Source: an optimization exercise on an open RTL-to-GDS flow (aim: small area). Production flows keep margins and buffers that such runs may drop. The RTL was checked by simulation tests, not by an equivalence proof against the original design. Power figures rest on the tool's default switching activity, not on a simulated workload.

==> design/flow/design.v <==
`timescale 1ns / 1ps
module rca #(parameter W = 8) (input [W-1:0] a, input [W-1:0] b, input ci, output [W-1:0] s);
    wire [W:0] c;
    assign c[0] = ci;
    genvar i;
    generate for (i = 0; i < W; i = i + 1) begin : g
        assign s[i] = a[i] ^ b[i] ^ c[i];
        assign c[i+1] = (a[i] & b[i]) | (c[i] & (a[i] ^ b[i]));
    end endgenerate
endmodule
module main_module(
    input clk,
    input rst,
    input DIP,
    output [15:0] ROM_Address,
    input  [7:0]  ROM_Data,
    output VGA_VSync,
    output VGA_HSync,
    output [1:0] VGA_R,
    output [1:0] VGA_G,
    output [1:0] VGA_B
    );
    function ge11;
        input [10:0] x;
        input [10:0] k;
        integer i;
        reg c;
        begin
            c = 1'b1;
            for (i = 0; i < 11; i = i + 1)
                c = k[i] ? (x[i] & c) : (x[i] | c);
            ge11 = c;
        end
    endfunction
    reg [1:0] ph;
    always @(posedge clk)
        if (rst) ph <= 0; else ph <= ph + 1'b1;
    wire ce = ph[1] & ph[0];
    reg sel;
    always @(posedge clk) sel <= DIP;
    reg [10:0] H, V;
    reg HS, VS, HVO, VVO;
    wire hw = sel ? (H == 11'd1054) : (H == 11'd798);           
    wire vw = sel ? (hw ? (V == 11'd626) : (V == 11'd627))
                  : (hw ? (V == 11'd522) : (V == 11'd523));     
    wire [11:0] hc;
    wire [11:0] vc;
    wire [10:0] hi, vi;
    assign hc[0] = ce;
    assign vc[0] = ce & hw;
    genvar gi;
    generate for (gi = 0; gi < 11; gi = gi + 1) begin : cnt
        assign hi[gi] = H[gi] ^ hc[gi];
        assign hc[gi+1] = H[gi] & hc[gi];
        assign vi[gi] = V[gi] ^ vc[gi];
        assign vc[gi+1] = V[gi] & vc[gi];
    end endgenerate
    wire hclr = rst | (ce & hw);
    wire vclr = rst | (ce & vw);
    wire hs_n = sel ? (ge11(H, 11'd839) & ~ge11(H, 11'd967)) : (ge11(H, 11'd655) & ~ge11(H, 11'd751));
    wire vs_n = sel ? (ge11(V, 11'd600) & ~ge11(V, 11'd604)) : (ge11(V, 11'd490) & ~ge11(V, 11'd492));
    wire hvo_n = sel ? ~ge11(H, 11'd799) : ~ge11(H, 11'd639);
    wire vvo_n = sel ? ~ge11(V, 11'd599) : ~ge11(V, 11'd479);
    always @(posedge clk) begin
        H <= hclr ? 11'd0 : hi;
        V <= vclr ? 11'd0 : vi;
        if (rst) begin
            HS <= 1; VS <= 1; HVO <= 1; VVO <= 1;
        end else if (ce) begin
            HS <= ~hs_n; VS <= ~vs_n; HVO <= hvo_n; VVO <= vvo_n;
        end
    end
    assign VGA_HSync = HS;
    assign VGA_VSync = VS;
    wire [10:0] X = {1'b0, H[9:0]};
    wire [10:0] Y = {1'b0, V[9:0]};
    wire winx = sel ? (ge11(X, 11'd288) & ~ge11(X, 11'd512)) : (ge11(X, 11'd208) & ~ge11(X, 11'd432));
    wire winy = sel ? (ge11(Y, 11'd188) & ~ge11(Y, 11'd412)) : (ge11(Y, 11'd128) & ~ge11(Y, 11'd352));
    wire win = HVO & VVO & winx & winy;
    reg f1, f2, m1, m2, rflag;
    always @(posedge clk) begin
        rflag <= rst;
        if (rst) begin
            f1 <= 0; f2 <= 0;
        end else if (ce) begin
            f1 <= win; f2 <= f1; m1 <= sel; m2 <= m1;
        end
    end
    wire p0s = ~ph[1] & ~ph[0];
    wire f = p0s ? f2 : f1;
    wire m = p0s ? m2 : m1;
    wire km = ~ph[1] & ph[0];         
    wire kz = ph[1] & ~ph[0];         
    wire [7:0] xk = m ? (p0s ? 8'd223 : 8'd224) : (p0s ? 8'd47 : 8'd48);
    wire [7:0] xx;
    rca #(8) u_xx (.a(H[7:0]), .b(xk), .ci(1'b0), .s(xx));
    wire [7:0] yk = m ? (km ? 8'd67 : kz ? 8'd68 : 8'd69) : (km ? 8'd127 : kz ? 8'd128 : 8'd129);
    wire [7:0] z;
    rca #(8) u_z (.a(V[7:0]), .b(yk), .ci(1'b0), .s(z));
    wire zs = km & (&z);
    wire [10:0] w;
    rca #(11) u_w (.a({z, xx[7:5]}), .b(~{{3{zs}}, z}), .ci(1'b1), .s(w));
    wire [15:0] fa = {w, xx[4:0]};
    wire [15:0] fz = km ? 16'hFF21 : kz ? 16'd1 : 16'd225;
    assign ROM_Address = rflag ? 16'd0 : f ? fa : fz;
    reg [7:0] p0;
    reg [7:0] e1, e2;
    reg [8:0] u1, u2;
    reg litp, lit;
    wire [7:0] q0 = ROM_Data;
    wire [8:0] u0;                        
    rca #(9) u_d0 (.a({1'b0, p0}), .b({1'b0, ~q0}), .ci(1'b1), .s(u0));
    wire [8:0] d0 = {~u0[8], u0[7:0]};
    wire [9:0] e0;
    rca #(10) u_e0 (.a({p0, 2'b00}), .b(~{d0[8], d0}), .ci(1'b1), .s(e0));
    wire [9:0] e2f = {e2, u2[1] ^ u2[0], u2[0]};
    wire [10:0] Sx;
    rca #(11) u_sx (.a({1'b0, e0}), .b(~{1'b0, e2f}), .ci(1'b1), .s(Sx));
    wire [9:0] ya = {1'b0, u0};
    wire [9:0] yb2 = {u1, 1'b0};
    wire [9:0] yc = {1'b0, u2};
    wire [9:0] ys_ = ya ^ yb2 ^ yc;
    wire [9:0] yc_ = (ya & yb2) | (ya & yc) | (yb2 & yc);
    wire [10:0] Su;
    rca #(11) u_sy (.a({1'b0, ys_}), .b({yc_, 1'b0}), .ci(1'b0), .s(Su));
    wire [10:0] Sy = {~Su[10], Su[9:0]};
    wire [11:0] M;
    rca #(12) u_m (.a({Sx[10], Sx}), .b({Sy[10], Sy}), .ci(1'b0), .s(M));
    wire nx = Sx[10], ny = Sy[10];
    wire inx = (Sx[10:4] == 7'b1110000) & (~Sx[3] | (Sx[2:0] == 3'd0));
    wire iny = (Sy[10:4] == 7'b1110000) & (~Sy[3] | (Sy[2:0] == 3'd0));
    wire [8:0] P = ny ? Sx[8:0] : Sy[8:0];
    wire [4:0] rr = {2'b00, P[2:0]} - {2'b00, P[5:3]} + {2'b00, P[8:6]};
    wire [3:0] t = rr[4] ? rr[3:0] + 4'd9 : (rr >= 5'd9) ? rr[3:0] - 4'd9 : rr[3:0];
    wire [10:0] mlo = M[10:0];
    wire mge742 = M[11] ? (mlo[10] & ge11(mlo, 11'h51A)) : 1'b1;
    wire mge734 = M[11] ? (mlo[10] & ge11(mlo, 11'h522)) : 1'b1;
    wire [1:0] kk = M[2:1] + 2'd3;
    wire tok = (t <= {kk, 1'b0});
    wire lit_n = (nx & ny) ? ~(inx & iny) : (nx ^ ny) ? (mge734 | (mge742 & tok)) : 1'b0;
    always @(posedge clk) begin
        if (!rst) begin
            if (ph == 2'd0) p0 <= ROM_Data;
            if (ph == 2'd2) begin litp <= lit_n; e1 <= e0[9:2]; e2 <= e1; u1 <= u0; u2 <= u1; end
            if (ph == 2'd3) lit <= litp;
        end
    end
    wire on = win & lit;
    assign VGA_R = {on, on};
    assign VGA_G = {on, on};
    assign VGA_B = {on, on};
endmodule
==> design/flow/flow/run.sh <==
#!/bin/bash
# Standard layout, with the smallest buffer on the ports and a lean clock tree.
export BUFFER_PORTS_ARGS="-buffer_cell sky130_fd_sc_hd__buf_1"
export CTS_ARGS="-sink_clustering_enable -repair_clock_nets -buf_list sky130_fd_sc_hd__clkbuf_8 -dont_use_dummy_load"
bash standard.sh > standard.log 2>&1
==> design/flow/standard.sh <==
#!/bin/bash
# synth_recipe.tcl (not shown) runs the flow's synth.tcl, then flattens the netlist and writes it again
# the make line also repeats each setting of config.mk as NAME=value (left out here)
make -C /OpenROAD-flow-scripts/flow DESIGN_CONFIG=/design/flow/config.mk WORK_HOME=/design/flow/orfs CLKGATE_MAP_FILE= SYNTH_SCRIPT=/design/flow/synth_recipe.tcl "${@:-finish}"
==> design/flow/config.mk <==
export PLATFORM = sky130hd
export DESIGN_NAME = main_module
export DESIGN_NICKNAME = main_module
export VERILOG_FILES = /design/flow/design.v
export SDC_FILE = /design/flow/constraint.sdc
export NUM_CORES = 4
export LEC_CHECK = 0
export ABC_AREA = 0
export CAP_MARGIN = 20
export CORE_MARGIN = 2
export CORE_UTILIZATION = 40
export PLACE_DENSITY = 0.6
export SLEW_MARGIN = 20
==> design/flow/constraint.sdc <==
create_clock -name core_clock -period 14.0 [get_ports {clk}]
set_input_delay 2.8000 -clock core_clock [delete_from_list [all_inputs] [get_ports {clk}]]
set_output_delay 2.8000 -clock core_clock [all_outputs]
set_load 0.01 [all_outputs]
==> flow_summary.toml, run 1 <==
[outcome]
status = "no timing/DRC/antenna violations"

[drt]
drtPass1Iterations = 4
via_count = 3765
route.detailed.drc = 0
vias_per_cell = 4.967
ant_nets = 0
wl_per_cell_um = 14.48
drtIter0Drc = 222
drt-total-wl_mm = 10.97

[yosys]
synthFlopType = "edfxtp_1"
yosys.area.top_type_share = 0.2415
synth_cell_types = 54
ys_seq_area_frac = 0.3388
yosysTopAreaCell = "fa_1"
ys_top_cells_by_area = "fa_1, edfxtp_1, dfxtp_1"
synth.most_common_cell = "inv_1"
synth_cells = 545
ys_ff_latch = 78
ys_warn_count = 1
async_flop_share = 0
synth.avg_cell_area_um2 = 10.95
synth_edf_count = 46
synth_common_cells = "inv_1, fa_1, ha_1"
syn_area_um2 = 5968
syn_nets = 677

[placement]
gp_congestion = 0.8514
dp_hpwl_mm = 8.806
io_buffers = 34

[timing]
setup_violations = 0
max_freq_mhz = 85.47
report.final.slew_viol_count = 0
rsz0062_at_grt = "no"
finalCritPeriodShare = 0.8357
tns_ns = 0
whs_ns = 0.4097
skew_ns = 0.01963
layout_min_cycle_time_ns = 11.70
hold_viol_final = 0
relSlewSlack = 0.3230
worstMarginPinSlew_ns = 1.013

[setup_path]
slowest_stage = "fa_1"
crit_path_frequent_cell = "fa_1"
slowest_delay_ns = 0.67
arrival_ns = 11.85
crit_type = "input port to register"
critPathLaunchType = "input port"
crit_required_ns = 14.15
path_max_fanout = 9
end_kind = "register"

[die]
row_count = 44
die_y_um = 126.2
core_area_um2 = 14530
initial_core_util = 0.4106
pin_count = 35
dieArea_um2 = 15910
fp.dieW_um = 126.2

[clocking]
cts-root-buf = "clkbuf_8"
cts_resized = 0
cts_tree = "done"
path_clk_slew_ns = 0.08
cts_made_buffers = 9
cts.sinks = 78
hold_buffers = 0
postCtsSetupBuffers = 0
clk_latency_ns = 0.36
cts_max_level = 3
cts_buffer_depth = 2

[global_routing]
grt_usage = 0.1447
grt_overflow_total = 0
grt_max_degree = 36
grt_pass1_vias = 3870
grt_pass1_wl_mm = 18.60
antenna_found_initial = 0

[final_layout]
area_growth_pct = 6.688
final_nets = 708
final_core_util = 0.4381
num_antenna_cells = 0
drive_gt1_frac = 0.04530

[worst_hold_path]
hold_class = "register to register"

[pwr]
p_leak_nw = 2.765
max-vdd-ir-drop_mv = 0.2114
power.density_nw_per_um2 = 237.0

[job]
drv_cap = 0
-- registers in the layout (all words and copies together) (netlist names), 2 cells and up --
| register | cells |
|---|---|
| e1 | 8 |
| e2 | 8 |
| V | 11 |
| u1 | 9 |
| p0 | 8 |
| ph | 2 |
| u2 | 9 |
| H | 11 |
-- final timing paths --
| path | from | to | slack (ns) | cells past startpoint |
|---|---|---|---|---|
| max | ROM_Data[0] | litp$_DFFE_PP_ | 2.30 | 33 |
| min | e1[5]$_DFFE_PP_ | e2[5]$_DFFE_PP_ | 0.41 | 0 |
| max reg2reg | p0[0]$_DFFE_PP_ | litp$_DFFE_PP_ | 4.33 | 33 |
| min reg2reg | e1[5]$_DFFE_PP_ | e2[5]$_DFFE_PP_ | 0.41 | 0 |
-- metrics by stage --
step	total power, mW	instances	worst slack [ns]	instance area, um2
after global placement	1.332	749	2.384	6243
after floorplan	1.139	545	2.771	5968
after global routing	1.666	758	1.833	6367
after CTS	1.524	758	2.265	6367
final	1.509	758	2.300	6367
after detailed placement	1.385	749	1.921	6243
-- routing by layer --
metal	track usage	vias up	part of all wire	routed length, um
li1	-	1843	-	-
met4	0.04654	0	0.014	156
met5	0	-	0	0
met3	0.02549	11	0.028	306
met2	0.2312	61	0.47	5186
met1	0.2014	1850	0.49	5324
-- worst max-delay path: cells and delay by family --
family,cells,cell delay (ns)
and+or+nand+nor,2,0.57
xor gates and xnor gates,1,0.16
adders and majority gates,17,6.55
muxes,1,0.16
AOI/OAI and AO/OA,5,0.92
buffers and inverters,7,0.68
-- power by group --
part           switching, mW  internal [mW]
sequential           0.00570          0.260
clock                 0.0741         0.0575
combinational          0.642          0.470
-- logic make-up after synthesis --
group                      Yosys count  synth area share
DFF                                 78            0.3388
and+or+nand+nor                    122            0.1103
AOI/OAI and AO/OA                   73           0.07715
buffers and inverters              121           0.08239
xor gates and xnor gates            16           0.02348
muxes                               14           0.02369
adders and majority gates          121            0.3442
-- cells in the final DEF, fill, tap and decap left out, types with 4 or more instances in the layout --
cell      Yosys  routed
inv_2         4       4
xor2_1        6       6
fa_1         72      72
ha_1         49      49
and2_4        9       9
edfxtp_1     46      46
a31oi_1       5       5
clkbuf_8      0       9
nand3_1       4       4
a21o_1        4       4
a21oi_1      31      31
nand2b_1      5       5
nand4_1       6       6
inv_1       103     103
dfxtp_1      32      32
and2_1       13      13
nor3_1        5       5
nand2_1      24      24
xnor2_1      10      10
o21ai_1       4       4
o21ai_0       5       5
nor2_1       35      35
buf_1         0      34
mux2i_1      13      13
-- cell type report --
class,instances,area (um2)
Clock buffer,9,123.9
Fill cell,1377,8167
Inverter,107,401.6
Multi-Input combinational cell,346,3462
Sequential cell,78,2022
Tap cell,184,230.2
Timing Repair Buffer,34,127.6
==> run 2, diff against run 1 <==
--- a/design/flow/design.v
+++ b/design/flow/design.v
@@ -130,13 +130,106 @@
     wire inx = (Sx[10:4] == 7'b1110000) & (~Sx[3] | (Sx[2:0] == 3'd0));
     wire iny = (Sy[10:4] == 7'b1110000) & (~Sy[3] | (Sy[2:0] == 3'd0));
     wire [8:0] P = ny ? Sx[8:0] : Sy[8:0];
-    wire [4:0] rr = {2'b00, P[2:0]} - {2'b00, P[5:3]} + {2'b00, P[8:6]};
-    wire [3:0] t = rr[4] ? rr[3:0] + 4'd9 : (rr >= 5'd9) ? rr[3:0] - 4'd9 : rr[3:0];
-    wire [10:0] mlo = M[10:0];
-    wire mge742 = M[11] ? (mlo[10] & ge11(mlo, 11'h51A)) : 1'b1;
-    wire mge734 = M[11] ? (mlo[10] & ge11(mlo, 11'h522)) : 1'b1;
-    wire [1:0] kk = M[2:1] + 2'd3;
-    wire tok = (t <= {kk, 1'b0});
+    wire [3:0] r1;
+    rca #(4) u_r1 (.a({1'b0, P[2:0]}), .b({1'b0, P[8:6]}), .ci(1'b0), .s(r1));
+    wire [4:0] D;                       
+    rca #(5) u_dd (.a({1'b0, r1}), .b(~{2'b00, P[5:3]}), .ci(1'b1), .s(D));
+    wire mge742 = M[11] ? ge11(M[10:0], 11'h51A) : 1'b1;
+    wire mge734 = M[11] ? ge11(M[10:0], 11'h522) : 1'b1;
+    reg tok;
+    always @(*) begin
+        case ({M[2:1], D})
+            {2'd0, 5'd25}: tok = 1;
+            {2'd0, 5'd26}: tok = 1;
+            {2'd0, 5'd27}: tok = 1;
+            {2'd0, 5'd28}: tok = 1;
+            {2'd0, 5'd29}: tok = 1;
+            {2'd0, 5'd30}: tok = 0;
+            {2'd0, 5'd31}: tok = 0;
+            {2'd0, 5'd0}: tok = 1;
+            {2'd0, 5'd1}: tok = 1;
+            {2'd0, 5'd2}: tok = 1;
+            {2'd0, 5'd3}: tok = 1;
+            {2'd0, 5'd4}: tok = 1;
+            {2'd0, 5'd5}: tok = 1;
+            {2'd0, 5'd6}: tok = 1;
+            {2'd0, 5'd7}: tok = 0;
+            {2'd0, 5'd8}: tok = 0;
+            {2'd0, 5'd9}: tok = 1;
+            {2'd0, 5'd10}: tok = 1;
+            {2'd0, 5'd11}: tok = 1;
+            {2'd0, 5'd12}: tok = 1;
+            {2'd0, 5'd13}: tok = 1;
+            {2'd0, 5'd14}: tok = 1;
+            {2'd1, 5'd25}: tok = 0;
+            {2'd1, 5'd26}: tok = 0;
+            {2'd1, 5'd27}: tok = 0;
+            {2'd1, 5'd28}: tok = 0;
+            {2'd1, 5'd29}: tok = 0;
+            {2'd1, 5'd30}: tok = 0;
+            {2'd1, 5'd31}: tok = 0;
+            {2'd1, 5'd0}: tok = 1;
+            {2'd1, 5'd1}: tok = 0;
+            {2'd1, 5'd2}: tok = 0;
+            {2'd1, 5'd3}: tok = 0;
+            {2'd1, 5'd4}: tok = 0;
+            {2'd1, 5'd5}: tok = 0;
+            {2'd1, 5'd6}: tok = 0;
+            {2'd1, 5'd7}: tok = 0;
+            {2'd1, 5'd8}: tok = 0;
+            {2'd1, 5'd9}: tok = 1;
+            {2'd1, 5'd10}: tok = 0;
+            {2'd1, 5'd11}: tok = 0;
+            {2'd1, 5'd12}: tok = 0;
+            {2'd1, 5'd13}: tok = 0;
+            {2'd1, 5'd14}: tok = 0;
+            {2'd2, 5'd25}: tok = 1;
+            {2'd2, 5'd26}: tok = 0;
+            {2'd2, 5'd27}: tok = 0;
+            {2'd2, 5'd28}: tok = 0;
+            {2'd2, 5'd29}: tok = 0;
+            {2'd2, 5'd30}: tok = 0;
+            {2'd2, 5'd31}: tok = 0;
+            {2'd2, 5'd0}: tok = 1;
+            {2'd2, 5'd1}: tok = 1;
+            {2'd2, 5'd2}: tok = 1;
+            {2'd2, 5'd3}: tok = 0;
+            {2'd2, 5'd4}: tok = 0;
+            {2'd2, 5'd5}: tok = 0;
+            {2'd2, 5'd6}: tok = 0;
+            {2'd2, 5'd7}: tok = 0;
+            {2'd2, 5'd8}: tok = 0;
+            {2'd2, 5'd9}: tok = 1;
+            {2'd2, 5'd10}: tok = 1;
+            {2'd2, 5'd11}: tok = 1;
+            {2'd2, 5'd12}: tok = 0;
+            {2'd2, 5'd13}: tok = 0;
+            {2'd2, 5'd14}: tok = 0;
+            {2'd3, 5'd25}: tok = 1;
+            {2'd3, 5'd26}: tok = 1;
+            {2'd3, 5'd27}: tok = 1;
+            {2'd3, 5'd28}: tok = 0;
+            {2'd3, 5'd29}: tok = 0;
+            {2'd3, 5'd30}: tok = 0;
+            {2'd3, 5'd31}: tok = 0;
+            {2'd3, 5'd0}: tok = 1;
+            {2'd3, 5'd1}: tok = 1;
+            {2'd3, 5'd2}: tok = 1;
+            {2'd3, 5'd3}: tok = 1;
+            {2'd3, 5'd4}: tok = 1;
+            {2'd3, 5'd5}: tok = 0;
+            {2'd3, 5'd6}: tok = 0;
+            {2'd3, 5'd7}: tok = 0;
+            {2'd3, 5'd8}: tok = 0;
+            {2'd3, 5'd9}: tok = 1;
+            {2'd3, 5'd10}: tok = 1;
+            {2'd3, 5'd11}: tok = 1;
+            {2'd3, 5'd12}: tok = 1;
+            {2'd3, 5'd13}: tok = 1;
+            {2'd3, 5'd14}: tok = 0;
+            default: tok = 1'b0;
+        endcase
+    end
     wire lit_n = (nx & ny) ? ~(inx & iny) : (nx ^ ny) ? (mge734 | (mge742 & tok)) : 1'b0;
     always @(posedge clk) begin
         if (!rst) begin
==> run 2 against run 1 <==
Compared with the run above: power down 27%; register-to-register slack better by 0.98 ns; flip-flop and latch count unchanged; first-iteration DRC count up 29%; routed wire length up 2.6%; count of clock-buffer cells in the layout unchanged; non-clock buffer count up 2; hold slack worse by 0.0050 ns; worst setup slack better by 0.95 ns; cell count down 4.5%; cell area down 3.3%; sequential share of layout area up 1.1 points; highest routed layer unchanged.
==> flow_summary.toml, run 2 <==
[outcome]
status = "no timing/DRC/antenna violations"

[timing]
worstMarginPinSlew_ns = 0.9983
skew_ns = 0.01395
report.final.slew_viol_count = 0
relSlewSlack = 0.3320
setup_violations = 0
finalCritPeriodShare = 0.7681
tns_ns = 0
max_freq_mhz = 93.00
hold_viol_final = 0
layout_min_cycle_time_ns = 10.75
rsz0062_at_grt = "no"

[drt]
wl_per_cell_um = 15.54
drtIter0Drc = 286
vias_per_cell = 5.173
drtPass1Iterations = 5
ant_nets = 0
drt-total-wl_mm = 11.25
via_count = 3745
route.detailed.drc = 0

[yosys]
synthMuxAreaShare = 0.009156
ys_ff_latch = 78
synth.most_common_cell = "inv_1"
synthFlopType = "edfxtp_1"
yosys.area_share.xor_xnor = 0.01526
synth_simple_gate_area_frac = 0.1177
synth_edf_count = 46
ys_warn_count = 1
synthAdderAreaFrac = 0.3453
synth_top_family_by_area = "adder cells"
synth.avg_cell_area_um2 = 11.14
ys_seq_area_frac = 0.3523
synth_cells = 515
yosys.area.top_type_share = 0.2581
yosysTopAreaCell = "fa_1"
synth-compound-area-share = 0.07914
async_flop_share = 0
syn_area_um2 = 5739
synth_common_cells = "inv_1, fa_1, edfxtp_1"
ys_top_cells_by_area = "fa_1, edfxtp_1, dfxtp_1"
syn_nets = 640
synth_cell_types = 56

[global_routing]
grt_usage = 0.1614
grt_pass1_wl_mm = 18.76
grt_max_degree = 36
antenna_found_initial = 0
grt_pass1_vias = 3765
grt_overflow_total = 0

[die]
row_count = 43
initial_core_util = 0.4119
die_y_um = 123.8
pin_count = 35
fp.dieW_um = 123.8
dieArea_um2 = 15320
core_area_um2 = 13930

[final_layout]
area_growth_pct = 7.282
final_cell_mix = "inv_1, fa_1, edfxtp_1, ha_1, buf_1"
num_antenna_cells = 0
layout_commonest_cell = "inv_1"
final_cell_area_um2 = 6157
reg.largest.list = "H x11, V x11"
final_nets = 671
drive_gt1_frac = 0.03125

[worst_hold_path]
hold_class = "register to register"
hold_end = "e2[7]$_DFFE_PP_"
min_path_cells = 0
hold_start = "e1[7]$_DFFE_PP_"

[clocking]
postCtsSetupBuffers = 0
cts-root-buf = "clkbuf_8"
cts.sinks = 78
clk_latency_ns = 0.35
cts_tree = "done"
cts_resized = 0
hold_buffers = 0
cts_buffer_depth = 2
cts_max_level = 3
cts_made_buffers = 9
path_clk_slew_ns = 0.07

[pwr]
p_clk_frac = 0.119
pwr-share-comb = 0.642
p_leak_nw = 2.571
p_switching_mw = 0.4916
p_seq_frac = 0.239
power.density_nw_per_um2 = 180.1
max-vdd-ir-drop_mv = 0.1017
swShare = 0.4433
p_int_mw = 0.6172

[setup_path]
end_kind = "register"
crit_required_ns = 14.09
crit_type = "input port to register"
reg2regPathDepth = 28
path_max_fanout = 16
regToRegSetupSlack_ns = 5.31
r2r_start = "p0[0]$_DFFE_PP_"
critPathLaunchType = "input port"
arrival_ns = 10.85
reg2reg_to = "litp$_DFFE_PP_"

[placement]
io_buffers = 34
dp_hpwl_mm = 8.928
placed_area_um2 = 6013
gp_congestion = 0.8296

[job]
drv_cap = 0
-- run 2: changes by cell type after synthesis, sizes merged, moves of 3 or more --
cell    previous run  this run
nor4               3         9
nor3b              0        11
xnor2             10         7
o31ai              0         3
a21oi             31        27
mux2i             13         3
nand2b             6         9
xor2               6         3
ha                49        40
and2              22        11
nor2              35        30
nand2             24        21
inv              107        98
-- run 2: metal layers --
metal,track usage,routed length [um]
met5,0,0
met4,0.05682,191
met3,0.03846,482
met2,0.2572,5441
met1,0.2157,5137
-- run 2: cell families after synthesis --
group / count (synthesis)
compound gates: 70
fa+ha+maj: 114
mux: 5
flops: 78
simple gates: 123
buf+inv: 115
xor+xnor: 10
-- run 2: worst max-delay path by stage --
| stage | slack (ns) | start | depth (start not counted) | endpoint |
|---|---|---|---|---|
| floorplan | 3.53 | ROM_Data[0] | 26 | litp$_DFFE_PP_ |
| global placement | 3.18 | ROM_Data[0] | 28 | litp$_DFFE_PP_ |
| detailed placement | 2.92 | ROM_Data[0] | 28 | litp$_DFFE_PP_ |
| CTS | 3.30 | ROM_Data[0] | 28 | litp$_DFFE_PP_ |
| global route | 2.99 | ROM_Data[0] | 28 | litp$_DFFE_PP_ |
| finish | 3.25 | ROM_Data[0] | 28 | litp$_DFFE_PP_ |
-- run 2: area by class of cell --
cell class	instances	area, um2
multi-input combinational	322	3259
clock buffer	9	123.9
timing repair buffer	36	155.1
sequential	78	2022
tap	180	225.2
inverter	99	371.6
fill	1306	7777
-- run 2: power groups by stage --
stage | registers [mW] | logic (mW) | clock network, mW
after floorplan | 0.268 | 0.531 | 0
after global placement | 0.270 | 0.648 | 0
after detailed placement | 0.270 | 0.698 | 0
after CTS | 0.265 | 0.702 | 0.139
after global routing | 0.266 | 0.792 | 0.148
final | 0.265 | 0.712 | 0.132
-- run 2: metrics by stage --
step	hold WS [ns]	utilization	power (mW)	setup WS, ns	instances
floorplan	0.4003	-	0.7988	3.525	515
global placement	0.4019	0.4315	0.9178	3.184	714
detailed placement	0.4061	0.4315	0.9680	2.919	714
CTS	0.4053	0.4404	1.106	3.303	723
global route	0.4038	0.4419	1.206	2.986	724
finish	0.4046	0.4419	1.109	3.247	724
-- run 2: critical path, stage by stage --
cell     delay (ns)
buf_1          0.11
ha_1           0.15
inv_1          0.05
fa_1           0.41
fa_1           0.39
fa_1           0.40
fa_1           0.40
fa_1           0.37
inv_1          0.07
fa_1           0.40
inv_1          0.13
fa_1           0.46
fa_1           0.44
fa_1           0.38
fa_1           0.36
inv_1          0.07
fa_1           0.49
a21oi_1        0.14
ha_1           0.22
fa_1           0.35
inv_1          0.07
fa_1           0.43
fa_1           0.40
ha_1           0.38
nor4_1         0.36
and4b_1        0.26
o31ai_1        0.22
o31ai_1        0.10
==> run 3, diff against run 2 <==
--- a/design/flow/design.v
+++ b/design/flow/design.v
@@ -80,10 +80,11 @@
     reg f1, f2, m1, m2, rflag;
     always @(posedge clk) begin
         rflag <= rst;
+        f2 <= f1; m2 <= m1;
         if (rst) begin
-            f1 <= 0; f2 <= 0;
+            f1 <= 0;
         end else if (ce) begin
-            f1 <= win; f2 <= f1; m1 <= sel; m2 <= m1;
+            f1 <= win; m1 <= sel;
         end
     end
     wire p0s = ~ph[1] & ~ph[0];
@@ -232,11 +233,10 @@
     end
     wire lit_n = (nx & ny) ? ~(inx & iny) : (nx ^ ny) ? (mge734 | (mge742 & tok)) : 1'b0;
     always @(posedge clk) begin
-        if (!rst) begin
-            if (ph == 2'd0) p0 <= ROM_Data;
-            if (ph == 2'd2) begin litp <= lit_n; e1 <= e0[9:2]; e2 <= e1; u1 <= u0; u2 <= u1; end
-            if (ph == 2'd3) lit <= litp;
-        end
+        p0 <= ROM_Data;
+        litp <= lit_n;
+        if (ph == 2'd2) begin e1 <= e0[9:2]; e2 <= e1; u1 <= u0; u2 <= u1; end
+        if (ph == 2'd3) lit <= litp;
     end
     wire on = win & lit;
     assign VGA_R = {on, on};
==> run 3 against run 2 <==
Compared with the run above: still clean; first-iteration DRC count decreased by 36%; via count fell by 7.9%; register-to-register slack lost 0.27 ns; core utilization decreased by 0.44 points; sequential power about the same; combinational power shrank 2%; synthesized cell count decreased by 2.3%.
==> flow_summary.toml, run 3 <==
[setup_path]
end_kind = "register"
crit_type = "input port to register"
path_max_fanout = 12
arrival_ns = 11.39
critPathLaunchType = "input port"
crit_required_ns = 14.27
regToRegSetupSlack_ns = 5.04

[global_routing]
met1_usage = 0.1863
grt_max_degree = 35
antenna_found_initial = 0
use_met3 = 0.03506
met2_usage = 0.2380
grt_busiest_layer = "met2"
grt_pass1_vias = 3597
grt_pass1_wl_mm = 17.06
grt_usage = 0.1448
grt_overflow_total = 0

[final_layout]
layout_commonest_cell = "inv_1"
reg.largest.list = "H x11, V x11"
drive_gt1_frac = 0.06004
area_growth_pct = 6.894
instances_no_fill = 713
num_antenna_cells = 0
final_cell_mix = "inv_1, fa_1, dfxtp_1, ha_1, edfxtp_1"
final_nets = 660
final_core_util = 0.4374

[pwr]
p_int_mw = 0.6292
pwr-share-comb = 0.639
p_leak_nw = 2.624
p_seq_frac = 0.242
max-vdd-ir-drop_mv = 0.1109
swShare = 0.4245
p_clk_frac = 0.119
power.density_nw_per_um2 = 180.1
p_switching_mw = 0.4642

[timing]
setup_violations = 0
max_freq_mhz = 89.95
hold_viol_final = 0
rsz0062_at_grt = "no"
report.final.slew_viol_count = 0
tns_ns = 0
layout_min_cycle_time_ns = 11.12
relSlewSlack = 0.3590
finalCritPeriodShare = 0.7941
worstMarginPinSlew_ns = 0.9570
skew_ns = 0.02146

[yosys]
synth_cells = 503
ys_ff_latch = 78
synth_common_cells = "inv_1, fa_1, dfxtp_1"
syn_area_um2 = 5680
yosysTopAreaCell = "fa_1"
syn_nets = 628
synth.avg_cell_area_um2 = 11.29
async_flop_share = 0
ys_warn_count = 1
yosys.area.top_type_share = 0.2608
synthFlopType = "dfxtp_1"
ys_seq_area_frac = 0.3383
synth.most_common_cell = "inv_1"
synth_edf_count = 36
synth_cell_types = 57
ys_top_cells_by_area = "fa_1, edfxtp_1, dfxtp_1"

[clocking]
hold_buffers = 0
cts-root-buf = "clkbuf_8"
cts_resized = 0
cts_buffer_depth = 2
cts.sinks = 78
cts_max_level = 3
path_clk_slew_ns = 0.08
cts_tree = "done"
postCtsSetupBuffers = 0
cts_made_buffers = 9
clk_latency_ns = 0.37

[drt]
route.detailed.drc = 0
ant_nets = 0
drtIter0Drc = 184
drtPass1Iterations = 4
drt-total-wl_mm = 9.558
vias_per_cell = 4.839
via_count = 3450
wl_per_cell_um = 13.41

[die]
fp.dieW_um = 123.2
initial_core_util = 0.4092
core_area_um2 = 13880
die_y_um = 123.2
dieArea_um2 = 15170
row_count = 43
pin_count = 35

[placement]
dp_hpwl_mm = 7.645
gp_congestion = 0.8643
io_buffers = 34
place_inst = 704

[job]
drv_cap = 0

[worst_hold_path]
hold_class = "register to register"

[outcome]
status = "no timing/DRC/antenna violations"
## run 3: cell count changes after synthesis, moves of 3 or more
cell,delta
a21oi_1,-7
mux2i_1,+3
a221oi_1,+4
a31oi_1,+4
nand2_1,-3
clkbuf_1,-4
nor3b_1,-9
edfxtp_1,-10
nor4_1,-7
dfxtp_1,+10
and2_4,+10
## run 3: worst paths after layout
path                                    start           end  cells past startpoint
worst max-delay path              ROM_Data[0]  litp$_DFF_P_                     27
worst min-delay path             m1$_DFFE_PP_    m2$_DFF_P_                      0
worst max register to register  p0[0]$_DFF_P_  litp$_DFF_P_                     27
worst min register to register   m1$_DFFE_PP_    m2$_DFF_P_                      0
## run 3: cell type report
| type | instances | area [um2] |
|---|---|---|
| Multi-Input combinational cell | 311 | 3291 |
| Clock buffer | 9 | 123.9 |
| Inverter | 100 | 375.4 |
| Tap cell | 180 | 225.2 |
| Sequential cell | 78 | 1922 |
| Fill cell | 1369 | 7809 |
| Timing Repair Buffer | 35 | 135.1 |
## run 3: stage by stage
| step | hold WS (ns) | power [mW] | area [um2] | setup slack (ns) |
|---|---|---|---|---|
| floorplan | 0.3473 | 0.8226 | 5680 | 3.199 |
| global placement | 0.3544 | 0.9429 | 5948 | 2.683 |
| detailed placement | 0.3592 | 0.9722 | 5948 | 2.492 |
| CTS | 0.3791 | 1.107 | 6072 | 2.863 |
| global route | 0.4069 | 1.225 | 6072 | 2.382 |
| finish | 0.3788 | 1.093 | 6072 | 2.883 |
## run 3: worst max-delay path, cell delays in order
cell and delay (ns):
buf_1 0.09, ha_1 0.16, inv_1 0.05, fa_1 0.37, fa_1 0.39, fa_1 0.58
fa_1 0.47, fa_1 0.45, fa_1 0.40, fa_1 0.39, fa_1 0.39, fa_1 0.40
fa_1 0.37, inv_1 0.08, fa_1 0.41, clkinv_1 0.31, mux2i_1 0.20, fa_1 0.40
inv_1 0.08, fa_1 0.43, fa_1 0.41, ha_1 0.38, xor2_1 0.17, or4b_2 0.60
a21boi_0 0.18, o221ai_1 0.14, a221oi_1 0.28
## run 3: cell families (layout without fill, tap and decap cells)
group                      after synthesis  after routing  synth area share
and+or+nand+nor                        118            118            0.1244
DFF                                     78             78            0.3383
muxes                                    7              7           0.01256
xor gates and xnor gates                12             12           0.01850
buffers and inverters                  114            144           0.08238
adders and majority gates              114            114            0.3489
AOI/OAI and AO/OA                       60             60           0.07489
## run 3: power by group through the flow
stage	Sequential [mW]	Clock (mW)	Combinational [mW]
2_1_floorplan	0.268	0	0.555
3_3_place_gp	0.270	0	0.673
3_5_place_dp	0.270	0	0.702
4_1_cts	0.265	0.136	0.705
5_1_grt	0.266	0.145	0.814
6_report	0.265	0.130	0.699
## run 3: metal layers
metal / up-vias / part of all wire
met5: - / 0
met1: 1680 / 0.46
met3: 14 / 0.037
met4: 0 / 0.018
li1: 1701 / -
met2: 55 / 0.49
==> run 4, diff against run 3 <==
==> design/flow/flow/run.sh (replaced) <==
#!/bin/bash
# Standard synthesis, then an area re-mapping of its combinational logic (registers
# untouched) and an adder polarity pass, then the standard layout with the smallest
# buffer on the ports and a lean clock tree.
set -euo pipefail
export BUFFER_PORTS_ARGS="-buffer_cell sky130_fd_sc_hd__buf_1"
export CTS_ARGS="-repair_clock_nets -buf_list sky130_fd_sc_hd__clkbuf_8 -dont_use_dummy_load"
bash standard.sh synth > synth.log 2>&1
R=$(pwd)/orfs/results/sky130hd/main_module/base
LIB=$FLOW_HOME/platforms/sky130hd/lib/sky130_fd_sc_hd__tt_025C_1v80.lib
YOSYS=$(command -v yosys || echo $FLOW_HOME/../tools/install/yosys/bin/yosys)
DU=""
for c in $(sed -n '/DONT_USE_CELLS/,/^#/p' $FLOW_HOME/platforms/sky130hd/config.mk | grep -o 'sky130_fd_sc_hd__[a-z0-9_]*'); do DU="$DU -dont_use $c"; done
cp $R/1_2_yosys.v std_netlist.v
sed -e "s#@LIB@#$LIB#g" -e "s#@IN@#std_netlist.v#" -e "s#@OUT@#remapped.v#" -e "s#@DONTUSE@#$DU#" flow/post.ys > post_run.ys
$YOSYS -s post_run.ys > post_yosys.log 2>&1
python3 flow/polar.py remapped.v polar.v > polar.log 2>&1
cp polar.v $R/1_2_yosys.v
rm -f $R/1_synth.odb
bash standard.sh > standard.log 2>&1
==> design/flow/flow/polar.py (new file) <==
#!/usr/bin/env python3
# Inverter-aware polarity choice for full adders in a mapped sky130hd netlist.
# A full adder is self-dual: FA(~a,~b,~c) = (~sum, ~cout). For each fa_1 the script
# picks the polarity that needs the fewest inverters, then rebuilds all inverters.
import re, sys, collections
src = open(sys.argv[1]).read()
out_path = sys.argv[2]
cell_re = re.compile(r'^\s*(sky130_fd_sc_hd__\w+)\s+(\S+)\s*\((.*?)\);\s*$', re.S | re.M)
pin_re = re.compile(r'\.(\w+)\(\s*(.*?)\s*\)\s*(?:,|$)', re.S)
mod_start = src.index('module ')
cells = []
for m in cell_re.finditer(src):
    pins = [(p, n.strip()) for p, n in pin_re.findall(m.group(3))]
    cells.append([m.group(1), m.group(2), pins, m.start(), m.end()])
OUTP = {'X', 'Y', 'Q', 'Q_N', 'SUM', 'COUT', 'HI', 'LO'}
outports = set()
for m in re.finditer(r'^\s*output\s+(\[[^\]]*\])?\s*([^;]+);', src, re.M):
    for n in m.group(2).split(','):
        outports.add(n.strip())
def portbase(net):
    return re.sub(r'\s*\[\d+\]$', '', net).strip()
isinv = lambda t: re.match(r'sky130_fd_sc_hd__(clk)?inv_\d+$', t) is not None
driver = {}
for i, c in enumerate(cells):
    for p, n in c[2]:
        if p in OUTP: driver[n] = i
# inverters that drive output ports are kept as ordinary cells
fixed_inv = set()
for i, c in enumerate(cells):
    if isinv(c[0]):
        y = dict(c[2])['Y']
        if portbase(y) in outports: fixed_inv.add(i)
removable = set(i for i, c in enumerate(cells) if isinv(c[0]) and i not in fixed_inv)
def lit(net):
    par = 0
    seen = 0
    while net in driver and driver[net] in removable:
        net = dict(cells[driver[net]][2])['A']; par ^= 1
        seen += 1
        if seen > 50: break
    return net, par
fa = [i for i, c in enumerate(cells) if c[0] == 'sky130_fd_sc_hd__fa_1' and not any(n.startswith("1'") or n == '' for p, n in c[2])]
x = {i: 0 for i in fa}
faout = {}   # root net -> fa index
for i in fa:
    for p, n in cells[i][2]:
        if p in ('SUM', 'COUT'): faout[n] = i
# loads: (cell index, pin, root, parity)
loads = collections.defaultdict(list)
for i, c in enumerate(cells):
    if i in removable: continue
    for p, n in c[2]:
        if p in OUTP or n.startswith("1'") or n == '': continue
        r, par = lit(n)
        loads[r].append((i, p, par))
def prov(r):
    return x[faout[r]] if r in faout else 0
def need_inv(r):
    pr = prov(r)
    for i, p, par in loads[r]:
        req = par ^ (x[i] if i in x else 0)
        if req != pr: return 1
    return 0
roots_of = collections.defaultdict(set)
for r, ls in loads.items():
    for i, p, par in ls:
        if i in x: roots_of[i].add(r)
for r, i in faout.items(): roots_of[i].add(r)
cost0 = sum(need_inv(r) for r in loads)
improved = True
it = 0
while improved and it < 50:
    improved = False; it += 1
    for i in fa:
        rs = roots_of[i]
        before = sum(need_inv(r) for r in rs)
        x[i] ^= 1
        after = sum(need_inv(r) for r in rs)
        if after < before: improved = True
        else: x[i] ^= 1
cost1 = sum(need_inv(r) for r in loads)
# rebuild
newinv = {}
wires = []
conn = {}  # (cell index, pin) -> net
for r, ls in loads.items():
    pr = prov(r)
    for i, p, par in ls:
        req = par ^ (x[i] if i in x else 0)
        if req == pr: conn[(i, p)] = r
        else:
            if r not in newinv:
                w = 'pol_n%d' % len(newinv)
                newinv[r] = w; wires.append(w)
            conn[(i, p)] = newinv[r]
pieces = []
last = 0
for i, c in enumerate(cells):
    pieces.append(src[last:c[3]])
    last = c[4]
    if i in removable: continue
    pins = []
    for p, n in c[2]:
        if (i, p) in conn: n = conn[(i, p)]
        pins.append('    .%s(%s )' % (p, n))
    pieces.append('  %s %s (\n%s\n  );' % (c[0], c[1], ',\n'.join(pins)))
pieces.append(src[last:])
body = ''.join(pieces)
# the root of a flipped adder output carries the complement: nets keep their names
insts = ''.join('  sky130_fd_sc_hd__inv_1 pol_i%d (\n    .A(%s ),\n    .Y(%s )\n  );\n' % (k, r, w) for k, (r, w) in enumerate(newinv.items()))
decl = ''.join('  wire %s;\n' % w for w in wires)
k = body.index(';', body.index('module ')) + 1
body = body[:k] + '\n' + decl + body[k:]
body = body.replace('endmodule', insts + 'endmodule', 1)
open(out_path, 'w').write(body)
print('inverters: removable %d, needed before %d, after %d, flipped %d of %d adders' % (len(removable), cost0, cost1, sum(x.values()), len(fa)))
==> design/flow/flow/post.ys (new file) <==
# Re-map the combinational logic of the standard synthesis netlist for area.
# Registers, adders and tie cells are kept exactly as synthesis made them.
read_liberty -ignore_miss_func @LIB@
read_verilog @IN@
hierarchy -top main_module
blackbox sky130_fd_sc_hd__dfxtp_1 sky130_fd_sc_hd__edfxtp_1 sky130_fd_sc_hd__fa_1 sky130_fd_sc_hd__ha_1
flatten
opt -purge
abc -liberty @LIB@ @DONTUSE@ -script +strash;dc2;dch,-f;amap;topo
opt_clean -purge
setundef -zero
hilomap -singleton -hicell sky130_fd_sc_hd__conb_1 HI -locell sky130_fd_sc_hd__conb_1 LO
insbuf -buf sky130_fd_sc_hd__buf_1 A X
splitnets
opt_clean -purge
check
tee -o post_stat.log stat -liberty @LIB@
write_verilog -noattr -nohex -nodec @OUT@
==> run 4 against run 3 <==
Compared with the run above: still clean on timing, DRC and antenna; die area fell by 5.9%; clock power barely moved; area after synthesis fell by 6.1%; clock skew rose by 0.0020 ns; synthesized cell count fell by 2.2%; critical endpoint unchanged; largest power group unchanged; highest routed layer unchanged.
==> flow_summary.toml, run 4 <==
[drt]
via_count = 3491
route.detailed.drc = 0
drtIter0Drc = 155
drtPass1Iterations = 5
wl_per_cell_um = 14.27
ant_nets = 0
drt-total-wl_mm = 10.09
vias_per_cell = 4.938

[yosys]
syn_area_um2 = 5334
ys_warn_count = 1
synth_cells = 492
synth.avg_cell_area_um2 = 10.84
syn_nets = 617

[setup_path]
slowest_stage = "fa_1"
critPathLaunchType = "input port"
slowest_delay_ns = 0.51
arrival_ns = 11.40
reg2regPathDepth = 33
crit_start = "ROM_Data[0]"
crit_required_ns = 14.24
crit_type = "input port to register"
endpoint = "litp$_DFF_P_"
crit_path_frequent_cell = "fa_1"
reg2reg_to = "litp$_DFF_P_"
regToRegSetupSlack_ns = 4.99
r2r_start = "p0[0]$_DFF_P_"
end_kind = "register"
path_max_fanout = 12

[final_layout]
final_cell_mix = "inv_1, fa_1, dfxtp_1, ha_1, nor2_1"
area_growth_pct = 8.632
layout_commonest_cell = "inv_1"
fillCellCount = 1280
drive_gt1_frac = 0.01883
final_cell_area_um2 = 5794
reg.largest.list = "H x11, V x11"
num_antenna_cells = 0
final_nets = 658
final_core_util = 0.4410
instances_no_fill = 707

[placement]
io_buffers = 34
gp_congestion = 0.8989
placed_area_um2 = 5670
place_inst = 698
dp_hpwl_mm = 8.507

[die]
die_y_um = 119.5
core_area_um2 = 13140
fp.dieW_um = 119.5
initial_core_util = 0.4060
pin_count = 35
row_count = 42
dieArea_um2 = 14270

[timing]
relSlewSlack = 0.4622
layout_min_cycle_time_ns = 11.16
rsz0062_at_grt = "no"
max_freq_mhz = 89.58
hold_viol_final = 0
tns_ns = 0
worstMarginPinSlew_ns = 0.8013
report.final.slew_viol_count = 0
setup_violations = 0
finalCritPeriodShare = 0.7973
skew_ns = 0.02349

[clocking]
path_clk_slew_ns = 0.08
cts-root-buf = "clkbuf_8"
hold_buffers = 0
cts.sinks = 78
cts_max_level = 3
postCtsSetupBuffers = 0
cts_resized = 0
cts_buffer_depth = 2
clk_latency_ns = 0.36
cts_tree = "done"
cts_made_buffers = 9

[global_routing]
grt_usage = 0.1565
grt_pass1_vias = 3711
grt_max_degree = 35
grt_pass1_wl_mm = 17.35
grt_overflow_total = 0
antenna_found_initial = 0

[pwr]
p_leak_nw = 2.451
power.density_nw_per_um2 = 177.9
max-vdd-ir-drop_mv = 0.08500

[job]
drv_cap = 0

[outcome]
status = "no timing/DRC/antenna violations"

[worst_hold_path]
hold_class = "register to register"
-- run 4: power breakdown --
group,leakage [nW],switching (mW),internal (mW)
clock network,0.0647,0.0736,0.0574
registers,0.675,0.00744,0.257
logic,1.71,0.360,0.276
total,2.45,0.441,0.590
-- run 4: metrics by stage --
stage / total power, mW / setup WS (ns) / hold slack, ns
floorplan: 0.7551 / 3.061 / 0.3490
global placement: 0.8809 / 2.665 / 0.3625
detailed placement: 0.9128 / 2.424 / 0.3734
CTS: 1.047 / 2.790 / 0.3671
global route: 1.148 / 2.232 / 0.3932
finish: 1.031 / 2.837 / 0.3655
-- run 4: routing by layer --
metal,global-route usage,vias up,share of wire
met5,0,-,0
met1,0.1949,1669,0.42
li1,-,1686,-
met3,0.03257,21,0.046
met4,0.06471,0,0.021
met2,0.2650,115,0.52
-- run 4: area by class of cell --
| class | instances | area, um2 | share of cell area |
|---|---|---|---|
| inverter | 102 | 382.9 | 0.06608 |
| sequential | 78 | 1922 | 0.3317 |
| clock buffer | 9 | 123.9 | 0.02138 |
| tap | 176 | 220.2 | 0.03800 |
| timing repair buffer | 35 | 135.1 | 0.02332 |
| multi-input combinational | 307 | 3010 | 0.5195 |
-- run 4: worst max-delay path, delay by kind of cell --
kind / cells / cell delay [ns]
AO/OA/AOI/OAI: 7 / 0.94
AND/OR/NAND/NOR: 5 / 0.52
adder cells (fa/ha/maj): 17 / 6.64
buffers and inverters: 4 / 0.49
-- run 4: how the worst min path moves through the flow --
| stage | slack (ns) | cells past startpoint | end | start |
|---|---|---|---|---|
| 4_1_cts | 0.37 | 0 | f2$_DFF_P_ | f1$_SDFFE_PP0P_ |
| 5_1_grt | 0.39 | 0 | f2$_DFF_P_ | f1$_SDFFE_PP0P_ |
| 3_5_place_dp | 0.37 | 0 | f2$_DFF_P_ | f1$_SDFFE_PP0P_ |
| 3_3_place_gp | 0.36 | 0 | m2$_DFF_P_ | m1$_DFFE_PP_ |
| 2_1_floorplan | 0.35 | 0 | m2$_DFF_P_ | m1$_DFFE_PP_ |
| 6_report | 0.37 | 0 | f2$_DFF_P_ | f1$_SDFFE_PP0P_ |
==> run 5, diff against run 4 <==
--- a/design/flow/flow/run.sh
+++ b/design/flow/flow/run.sh
@@ -4,7 +4,7 @@
 # buffer on the ports and a lean clock tree.
 set -euo pipefail
 export BUFFER_PORTS_ARGS="-buffer_cell sky130_fd_sc_hd__buf_1"
-export CTS_ARGS="-repair_clock_nets -buf_list sky130_fd_sc_hd__clkbuf_8 -dont_use_dummy_load"
+export CTS_ARGS="-sink_clustering_enable -repair_clock_nets -buf_list sky130_fd_sc_hd__clkbuf_16 -sink_clustering_size 80 -sink_clustering_max_diameter 500 -dont_use_dummy_load"
 bash standard.sh synth > synth.log 2>&1
 R=$(pwd)/orfs/results/sky130hd/main_module/base
 LIB=$FLOW_HOME/platforms/sky130hd/lib/sky130_fd_sc_hd__tt_025C_1v80.lib
==> run 5 against run 4 <==
Compared with the run above: still clean; worst setup slack got worse by 0.026 ns; register-to-register slack is essentially flat; clock power rose by 47%; cell count did not move; synthesized cell count unchanged; count of clock-buffer cells in the layout stayed put; cell area is 1.7% higher; sequential power about the same; fmax decreased by 0.23%; hold slack improved by 0.0032 ns; combinational power is essentially flat; highest routed layer unchanged.
==> flow_summary.toml, run 5 <==
[global_routing]
antenna_found_initial = 0
met1_usage = 0.1946
grt_pass1_wl_mm = 17.38
grt_max_degree = 35
grt_usage = 0.1565
grt_pass1_vias = 3722
use_met3 = 0.02682
met2_usage = 0.2654
grt_overflow_total = 0
grt_busiest_layer = "met2"

[timing]
setup_violations = 0
worstMarginPinSlew_ns = 0.7972
tns_ns = 0
rsz0062_at_grt = "no"
skew_ns = 0.01568
max_freq_mhz = 89.38
report.final.slew_viol_count = 0
hold_viol_final = 0
layout_min_cycle_time_ns = 11.19
relSlewSlack = 0.4650
whs_ns = 0.3687
finalCritPeriodShare = 0.7992

[clocking]
cts_resized = 0
cts_tree = "done"
cts_buffer_depth = 2
cts_max_level = 3
cts-root-buf = "clkbuf_16"
hold_buffers = 0
clk_latency_ns = 0.34
cts.sinks = 78
cts_made_buffers = 9
postCtsSetupBuffers = 0
path_clk_slew_ns = 0.06

[setup_path]
critPathLaunchType = "input port"
arrival_ns = 11.40
crit_type = "input port to register"
crit_family = "adder cells"
crit_required_ns = 14.21
slowest_delay_ns = 0.51
slowest_stage = "fa_1"
cp.depth = 33
path_max_fanout = 12
end_kind = "register"
crit_buf_inv = 4
crit_path_frequent_cell = "fa_1"
reg2regPathDepth = 33

[final_layout]
num_antenna_cells = 0
final_cell_mix = "inv_1, fa_1, dfxtp_1, ha_1, nor2_1"
drive_gt1_frac = 0.01883
final_nets = 658
fillCellCount = 1265
area_growth_pct = 10.53
layout_commonest_cell = "inv_1"
reg.largest.list = "H x11, V x11"

[pwr]
max-vdd-ir-drop_mv = 0.08639
power.density_nw_per_um2 = 186.0
p_leak_nw = 2.497
swShare = 0.4109
p_switching_mw = 0.4507
p_seq_frac = 0.241
p_clk_frac = 0.176
pwr-share-comb = 0.583
p_int_mw = 0.6462

[placement]
io_buffers = 34
gp_congestion = 0.8989
dp_hpwl_mm = 8.507

[drt]
wl_per_cell_um = 14.34
vias_per_cell = 4.956
route.detailed.drc = 0
ant_nets = 0
via_count = 3504
drtPass1Iterations = 5
drtIter0Drc = 174
drt-total-wl_mm = 10.14

[die]
dieArea_um2 = 14270
core_area_um2 = 13140
initial_core_util = 0.4060
fp.dieW_um = 119.5
die_y_um = 119.5
row_count = 42
pin_count = 35

[outcome]
status = "no timing/DRC/antenna violations"

[yosys]
synth.avg_cell_area_um2 = 10.84
ys_warn_count = 1
synth_cells = 492
syn_nets = 617
syn_area_um2 = 5334

[job]
drv_cap = 0

[worst_hold_path]
min_path_cells = 0
hold_class = "register to register"
[run 5: worst paths after layout]
check / from / endpoint / slack (ns)
max: ROM_Data[0] / litp$_DFF_P_ / 2.81
min: f1$_SDFFE_PP0P_ / f2$_DFF_P_ / 0.37
max reg2reg: p0[0]$_DFF_P_ / litp$_DFF_P_ / 5.00
min reg2reg: f1$_SDFFE_PP0P_ / f2$_DFF_P_ / 0.37
[run 5: power by group through the flow]
stage | Clock, mW | Combinational (mW) | Sequential (mW)
CTS | 0.201 | 0.645 | 0.265
floorplan | 0 | 0.488 | 0.267
detailed placement | 0 | 0.643 | 0.270
global placement | 0 | 0.612 | 0.269
finish | 0.193 | 0.639 | 0.264
global route | 0.208 | 0.736 | 0.266
[run 5: through the flow]
stage	total power, mW	cell area (um2)	cells	util	worst slack [ns]
2_1_floorplan	0.7551	5334	492	-	3.061
6_report	1.097	5896	707	0.4488	2.811
3_3_place_gp	0.8809	5670	698	0.4316	2.665
4_1_cts	1.111	5896	707	0.4488	2.762
5_1_grt	1.210	5896	707	0.4488	2.202
3_5_place_dp	0.9128	5670	698	0.4316	2.424
[run 5: area by class of cell]
type	count	area, um2	share of cell area
multi-input combinational	307	3010	0.5106
sequential	78	1922	0.3260
inverter	102	382.9	0.06494
clock buffer	9	225.2	0.03820
tap	176	220.2	0.03735
timing repair buffer	35	135.1	0.02292
[run 5: routing by layer]
layer / vias up / wire length, um
met2: 102 / 5215
met4: 0 / 217
met3: 22 / 387
li1: 1685 / -
met1: 1695 / 4318
met5: - / 0
==> run 6, diff against run 5 <==
--- a/design/flow/flow/run.sh
+++ b/design/flow/flow/run.sh
@@ -4,7 +4,7 @@
 # buffer on the ports and a lean clock tree.
 set -euo pipefail
 export BUFFER_PORTS_ARGS="-buffer_cell sky130_fd_sc_hd__buf_1"
-export CTS_ARGS="-sink_clustering_enable -repair_clock_nets -buf_list sky130_fd_sc_hd__clkbuf_16 -sink_clustering_size 80 -sink_clustering_max_diameter 500 -dont_use_dummy_load"
+export CTS_ARGS="-sink_clustering_enable -repair_clock_nets -buf_list sky130_fd_sc_hd__clkbuf_8 -dont_use_dummy_load"
 bash standard.sh synth > synth.log 2>&1
 R=$(pwd)/orfs/results/sky130hd/main_module/base
 LIB=$FLOW_HOME/platforms/sky130hd/lib/sky130_fd_sc_hd__tt_025C_1v80.lib
==> run 6 against run 5 <==
Compared with the run above: highest routed layer unchanged; area after synthesis unchanged; fmax increased by 0.23%; first-iteration DRC count decreased by 11%; via count decreased by 0.37%; power decreased by 6.0%; core utilization decreased by 0.77 points; non-clock buffer count unchanged; count of clock-buffer cells in the layout unchanged.
==> flow_summary.toml, run 6 <==
[outcome]
status = "no timing/DRC/antenna violations"

[global_routing]
grt_usage = 0.1565
antenna_found_initial = 0
grt_max_degree = 35
grt_overflow_total = 0
grt_pass1_vias = 3711
grt_pass1_wl_mm = 17.35

[clocking]
postCtsSetupBuffers = 0
cts_max_level = 3
hold_buffers = 0
cts-root-buf = "clkbuf_8"
cts_resized = 0
cts_made_buffers = 9
cts_tree = "done"
cts.sinks = 78
path_clk_slew_ns = 0.08
clk_latency_ns = 0.36
cts_buffer_depth = 2

[placement]
io_buffers = 34
gp_congestion = 0.8989
dp_hpwl_mm = 8.507
place_inst = 698
placed_area_um2 = 5670

[yosys]
synth.avg_cell_area_um2 = 10.84
syn_nets = 617
ys_warn_count = 1
synth_cells = 492
syn_area_um2 = 5334

[job]
drv_cap = 0

[pwr]
p_clk_frac = 0.127
swShare = 0.4278
p_leak_nw = 2.451
p_seq_frac = 0.256
max-vdd-ir-drop_mv = 0.08500
p_int_mw = 0.5898
power.density_nw_per_um2 = 177.9
p_switching_mw = 0.4410
pwr-share-comb = 0.617

[drt]
route.detailed.drc = 0
drt-total-wl_mm = 10.09
ant_nets = 0
via_count = 3491
drtPass1Iterations = 5
vias_per_cell = 4.938
drtIter0Drc = 155
wl_per_cell_um = 14.27

[final_layout]
final_cell_mix = "inv_1, fa_1, dfxtp_1, ha_1, nor2_1"
reg.largest.list = "H x11, V x11"
seqCellArea_um2 = 1922
final_nets = 658
instances_no_fill = 707
multiInputGateArea_um2 = 3010
fillCellCount = 1280
drive_gt1_frac = 0.01883
final_cell_area_um2 = 5794
num_antenna_cells = 0
layout_commonest_cell = "inv_1"
area_growth_pct = 8.632

[timing]
setup_violations = 0
skew_ns = 0.02349
worstMarginPinSlew_ns = 0.8013
layout_min_cycle_time_ns = 11.16
tns_ns = 0
hold_viol_final = 0
rsz0062_at_grt = "no"
relSlewSlack = 0.4622
finalCritPeriodShare = 0.7973
report.final.slew_viol_count = 0
whs_ns = 0.3655
max_freq_mhz = 89.58

[setup_path]
crit_type = "input port to register"
crit_family = "adder cells"
crit_buf_inv = 4
regToRegSetupSlack_ns = 4.99
path_max_fanout = 12
critPathLaunchType = "input port"
slowest_delay_ns = 0.51
crit_path_frequent_cell = "fa_1"
r2r_start = "p0[0]$_DFF_P_"
end_kind = "register"
crit_required_ns = 14.24
arrival_ns = 11.40
slowest_stage = "fa_1"
reg2reg_to = "litp$_DFF_P_"
reg2regPathDepth = 33

[worst_hold_path]
hold_end = "f2$_DFF_P_"
hold_start = "f1$_SDFFE_PP0P_"
min_path_cells = 0
hold_class = "register to register"

[die]
row_count = 42
fp.dieW_um = 119.5
pin_count = 35
die_y_um = 119.5
dieArea_um2 = 14270
core_area_um2 = 13140
initial_core_util = 0.4060
==> run 6: cell types whose count changed in the layout (fill, tap and decap cells not counted) <==
cell / change
clkbuf_16: -9
clkbuf_8: +9
==> run 6: layer usage <==
metal	routed length, um	track usage	part of all wire	up-vias
li1	-	-	-	1686
met1	4211	0.1949	0.42	1669
met2	5199	0.2650	0.52	115
met3	463	0.03257	0.046	21
met4	216	0.06471	0.021	0
met5	0	0	0	-
==> run 6: layout make-up <==
cell class | count | area share
Multi-Input combinational cell | 307 | 0.5195
Timing Repair Buffer | 35 | 0.02332
Inverter | 102 | 0.06608
Sequential cell | 78 | 0.3317
Clock buffer | 9 | 0.02138
Tap cell | 176 | 0.03800
==> run 6: worst max path at each step <==
| stage | from | endpoint | depth (start not counted) |
|---|---|---|---|
| 6_report | ROM_Data[0] | litp$_DFF_P_ | 33 |
| 5_1_grt | ROM_Data[0] | litp$_DFF_P_ | 33 |
| 4_1_cts | ROM_Data[0] | litp$_DFF_P_ | 33 |
| 3_5_place_dp | ROM_Data[0] | litp$_DFF_P_ | 33 |
| 3_3_place_gp | ROM_Data[0] | litp$_DFF_P_ | 33 |
| 2_1_floorplan | ROM_Data[0] | litp$_DFF_P_ | 32 |
==> run 6: power groups by stage <==
stage | clock network [mW] | logic, mW | registers [mW]
after floorplan | 0 | 0.488 | 0.267
after global placement | 0 | 0.612 | 0.269
after detailed placement | 0 | 0.643 | 0.270
after CTS | 0.137 | 0.645 | 0.265
after global routing | 0.146 | 0.736 | 0.266
final | 0.131 | 0.636 | 0.264
==> run 6: per-stage QoR <==
stage | worst slack, ns | total power, mW | util
2_1_floorplan | 3.061 | 0.7551 | -
3_5_place_dp | 2.424 | 0.9128 | 0.4316
5_1_grt | 2.232 | 1.148 | 0.4410
3_3_place_gp | 2.665 | 0.8809 | 0.4316
4_1_cts | 2.790 | 1.047 | 0.4410
6_report | 2.837 | 1.031 | 0.4410
==> run 7, diff against run 6 <==
--- a/design/flow/flow/polar.py
+++ b/design/flow/flow/polar.py
@@ -78,6 +78,26 @@
         after = sum(need_inv(r) for r in rs)
         if after < before: improved = True
         else: x[i] ^= 1
+# a short annealing pass from the greedy result (deterministic seed)
+import random
+rnd = random.Random(1)
+best = dict(x); cur = sum(need_inv(r) for r in loads); bestc = cur
+T = 1.0
+for step in range(20000):
+    if not fa: break
+    i = fa[rnd.randrange(len(fa))]
+    rs = roots_of[i]
+    before = sum(need_inv(r) for r in rs)
+    x[i] ^= 1
+    after = sum(need_inv(r) for r in rs)
+    d = after - before
+    if d <= 0 or rnd.random() < pow(2.718, -d / T):
+        cur += d
+        if cur < bestc: bestc = cur; best = dict(x)
+    else:
+        x[i] ^= 1
+    T = max(0.05, T * 0.9997)
+x = best
 cost1 = sum(need_inv(r) for r in loads)
 # rebuild
 newinv = {}
--- a/design/flow/flow/post.ys
+++ b/design/flow/flow/post.ys
@@ -1,9 +1,9 @@
 # Re-map the combinational logic of the standard synthesis netlist for area.
-# Registers, adders and tie cells are kept exactly as synthesis made them.
+# Registers, full adders and tie cells are kept exactly as synthesis made them.
 read_liberty -ignore_miss_func @LIB@
 read_verilog @IN@
 hierarchy -top main_module
-blackbox sky130_fd_sc_hd__dfxtp_1 sky130_fd_sc_hd__edfxtp_1 sky130_fd_sc_hd__fa_1 sky130_fd_sc_hd__ha_1
+blackbox sky130_fd_sc_hd__dfxtp_1 sky130_fd_sc_hd__edfxtp_1 sky130_fd_sc_hd__fa_1
 flatten
 opt -purge
 abc -liberty @LIB@ @DONTUSE@ -script +strash;dc2;dch,-f;amap;topo
==> run 7 against run 6 <==
Compared with the run above: still clean on timing, DRC and antenna; non-clock buffer count did not move; first-iteration DRC count up 65%; cell area decreased by 3.6%; critical path type unchanged; largest power group unchanged; highest routed layer unchanged.
==> flow_summary.toml, run 7 <==
[drt]
vias_per_cell = 5.082
drt-total-wl_mm = 10.57
drtIter0Drc = 255
route.detailed.drc = 0
drtPass1Iterations = 4
ant_nets = 0
via_count = 3705
wl_per_cell_um = 14.50

[placement]
place_inst = 720
dp_hpwl_mm = 8.540
io_buffers = 34
placed_area_um2 = 5463
gp_congestion = 0.8728
pre_cts_ws_ns = 2.817

[final_layout]
num_antenna_cells = 0
fillCellCount = 1218
reg.largest.list = "H x11, V x11"
layout_commonest_cell = "inv_1"
instances_no_fill = 729
final_cell_area_um2 = 5587
final_core_util = 0.4445
final_cell_mix = "inv_1, fa_1, nor2_1, dfxtp_1, nand2_1"
drive_gt1_frac = 0.01975
area_growth_pct = 9.035
final_nets = 644

[die]
row_count = 41
fp.dieW_um = 117.2
die_y_um = 117.2
dieArea_um2 = 13730
core_area_um2 = 12570
initial_core_util = 0.4077
pin_count = 35

[setup_path]
path_max_fanout = 11
critPathLaunchType = "input port"
slowest_stage = "fa_1"
end_kind = "register"
crit_path_frequent_cell = "fa_1"
r2r_start = "p0[0]$_DFF_P_"
slowest_delay_ns = 0.58
arrival_ns = 11.04
crit_required_ns = 14.26
crit_start = "ROM_Data[1]"
crit_type = "input port to register"

[worst_hold_path]
hold_class = "register to register"
hold_start = "f1$_SDFFE_PP0P_"

[timing]
worstMarginPinSlew_ns = 0.9701
skew_ns = 0.01718
layout_min_cycle_time_ns = 10.78
rsz0062_at_grt = "no"
tns_ns = 0
report.final.slew_viol_count = 0
relSlewSlack = 0.3517
setup_slack_ns = 3.216
max_freq_mhz = 92.73
setup_violations = 0
finalCritPeriodShare = 0.7703
hold_viol_final = 0
whs_ns = 0.4097

[pwr]
p_seq_frac = 0.265
power.density_nw_per_um2 = 177.9
p_int_mw = 0.5617
finalPower_mw = 0.9939
swShare = 0.4348
p_leak_nw = 2.160
pwr-share-comb = 0.603
max-vdd-ir-drop_mv = 0.1189
p_clk_frac = 0.133
p_switching_mw = 0.4322

[yosys]
synth_cells = 518
synth.avg_cell_area_um2 = 9.891
ys_warn_count = 1
syn_area_um2 = 5124
syn_nets = 603

[global_routing]
grt_overflow_total = 0
grt_pass1_vias = 3624
grt_max_degree = 36
grt_usage = 0.1688
grt_pass1_wl_mm = 17.56
antenna_found_initial = 0

[clocking]
cts_buffer_depth = 2
path_clk_slew_ns = 0.08
hold_buffers = 0
cts_resized = 0
cts_made_buffers = 9
clk_latency_ns = 0.36
cts.sinks = 78
postCtsSetupBuffers = 0
cts_max_level = 3
cts_tree = "done"
cts-root-buf = "clkbuf_8"

[job]
drv_cap = 0

[outcome]
status = "no timing/DRC/antenna violations"
-- run 7: path summary, 6_finish.rpt --
check                      end  slack [ns]  cells after the start
setup reg to reg  litp$_DFF_P_        5.40                     30
hold / removal      f2$_DFF_P_        0.41                      0
hold reg to reg     f2$_DFF_P_        0.41                      0
setup / recovery  litp$_DFF_P_        3.22                     30
-- run 7: layer usage --
layer | GRT usage | vias up | part of all wire
li1 | - | 1799 | -
met1 | 0.2075 | 1816 | 0.42
met2 | 0.2889 | 82 | 0.52
met3 | 0.05252 | 8 | 0.045
met4 | 0.04549 | 0 | 0.013
met5 | 0 | - | 0
-- run 7: power groups by stage --
stage	registers [mW]	logic (mW)	clock network [mW]
after global placement	0.268	0.570	0
after global routing	0.265	0.690	0.146
after detailed placement	0.268	0.605	0
final	0.263	0.599	0.132
after floorplan	0.266	0.462	0
after CTS	0.264	0.606	0.136
-- run 7: cell type report --
| class | count | area (um2) | area share |
|---|---|---|---|
| inverter | 101 | 379.1 | 0.06786 |
| tap | 172 | 215.2 | 0.03852 |
| clock buffer | 9 | 123.9 | 0.02217 |
| multi-input combinational | 334 | 2811 | 0.5032 |
| timing repair buffer | 35 | 135.1 | 0.02419 |
| sequential | 78 | 1922 | 0.3440 |
-- run 7: critical path: cells and delay by family --
| kind | cells | cell delay (ns) |
|---|---|---|
| AOI/OAI and AO/OA | 5 | 1.03 |
| buffers and inverters | 5 | 0.59 |
| adders and majority gates | 14 | 6.10 |
| and+or+nand+nor | 6 | 0.50 |

what the ideal ports hide:
The flow's constraints put no driver on any port. The routed layouts listed below were extracted and timed again, unchanged, in two steps. Step 1 (the two cells are an assumption about what drives the block):
set clk [get_ports {clk}]
set_driving_cell -lib_cell sky130_fd_sc_hd__clkbuf_16 $clk
set_driving_cell -lib_cell sky130_fd_sc_hd__buf_2 [delete_from_list [all_inputs] $clk]
Step 2 also shifts input and output timing later by t, the mid clock arrival at the registers, as if the neighbouring blocks saw the same clock. Slacks: ideal ports / drivers / drivers and shift; pairs: ideal ports / drivers.
run	t (ns)	setup WS [ns]	clock arrival spread, ns	worst data-port slew with drivers (ns)
run 1	0.382	2.300 / 2.306 / 1.924	0.020 / 0.020	0.03
run 2	0.385	3.247 / 3.258 / 2.873	0.021 / 0.022	0.04
run 3	0.388	2.883 / 2.893 / 2.506	0.022 / 0.021	0.03
run 4	0.387	2.837 / 2.852 / 2.466	0.025 / 0.025	0.03
run 5	0.371	2.811 / 2.832 / 2.461	0.016 / 0.016	0.03
run 6	0.387	2.837 / 2.852 / 2.466	0.025 / 0.025	0.03
run 7	0.385	3.216 / 3.231 / 2.846	0.017 / 0.017	0.04
After both steps every run listed still meets setup and hold. For run 3, which loses most, drivers alone change the setup slack by +0.010 ns; drivers and shift together by -0.377 ns.
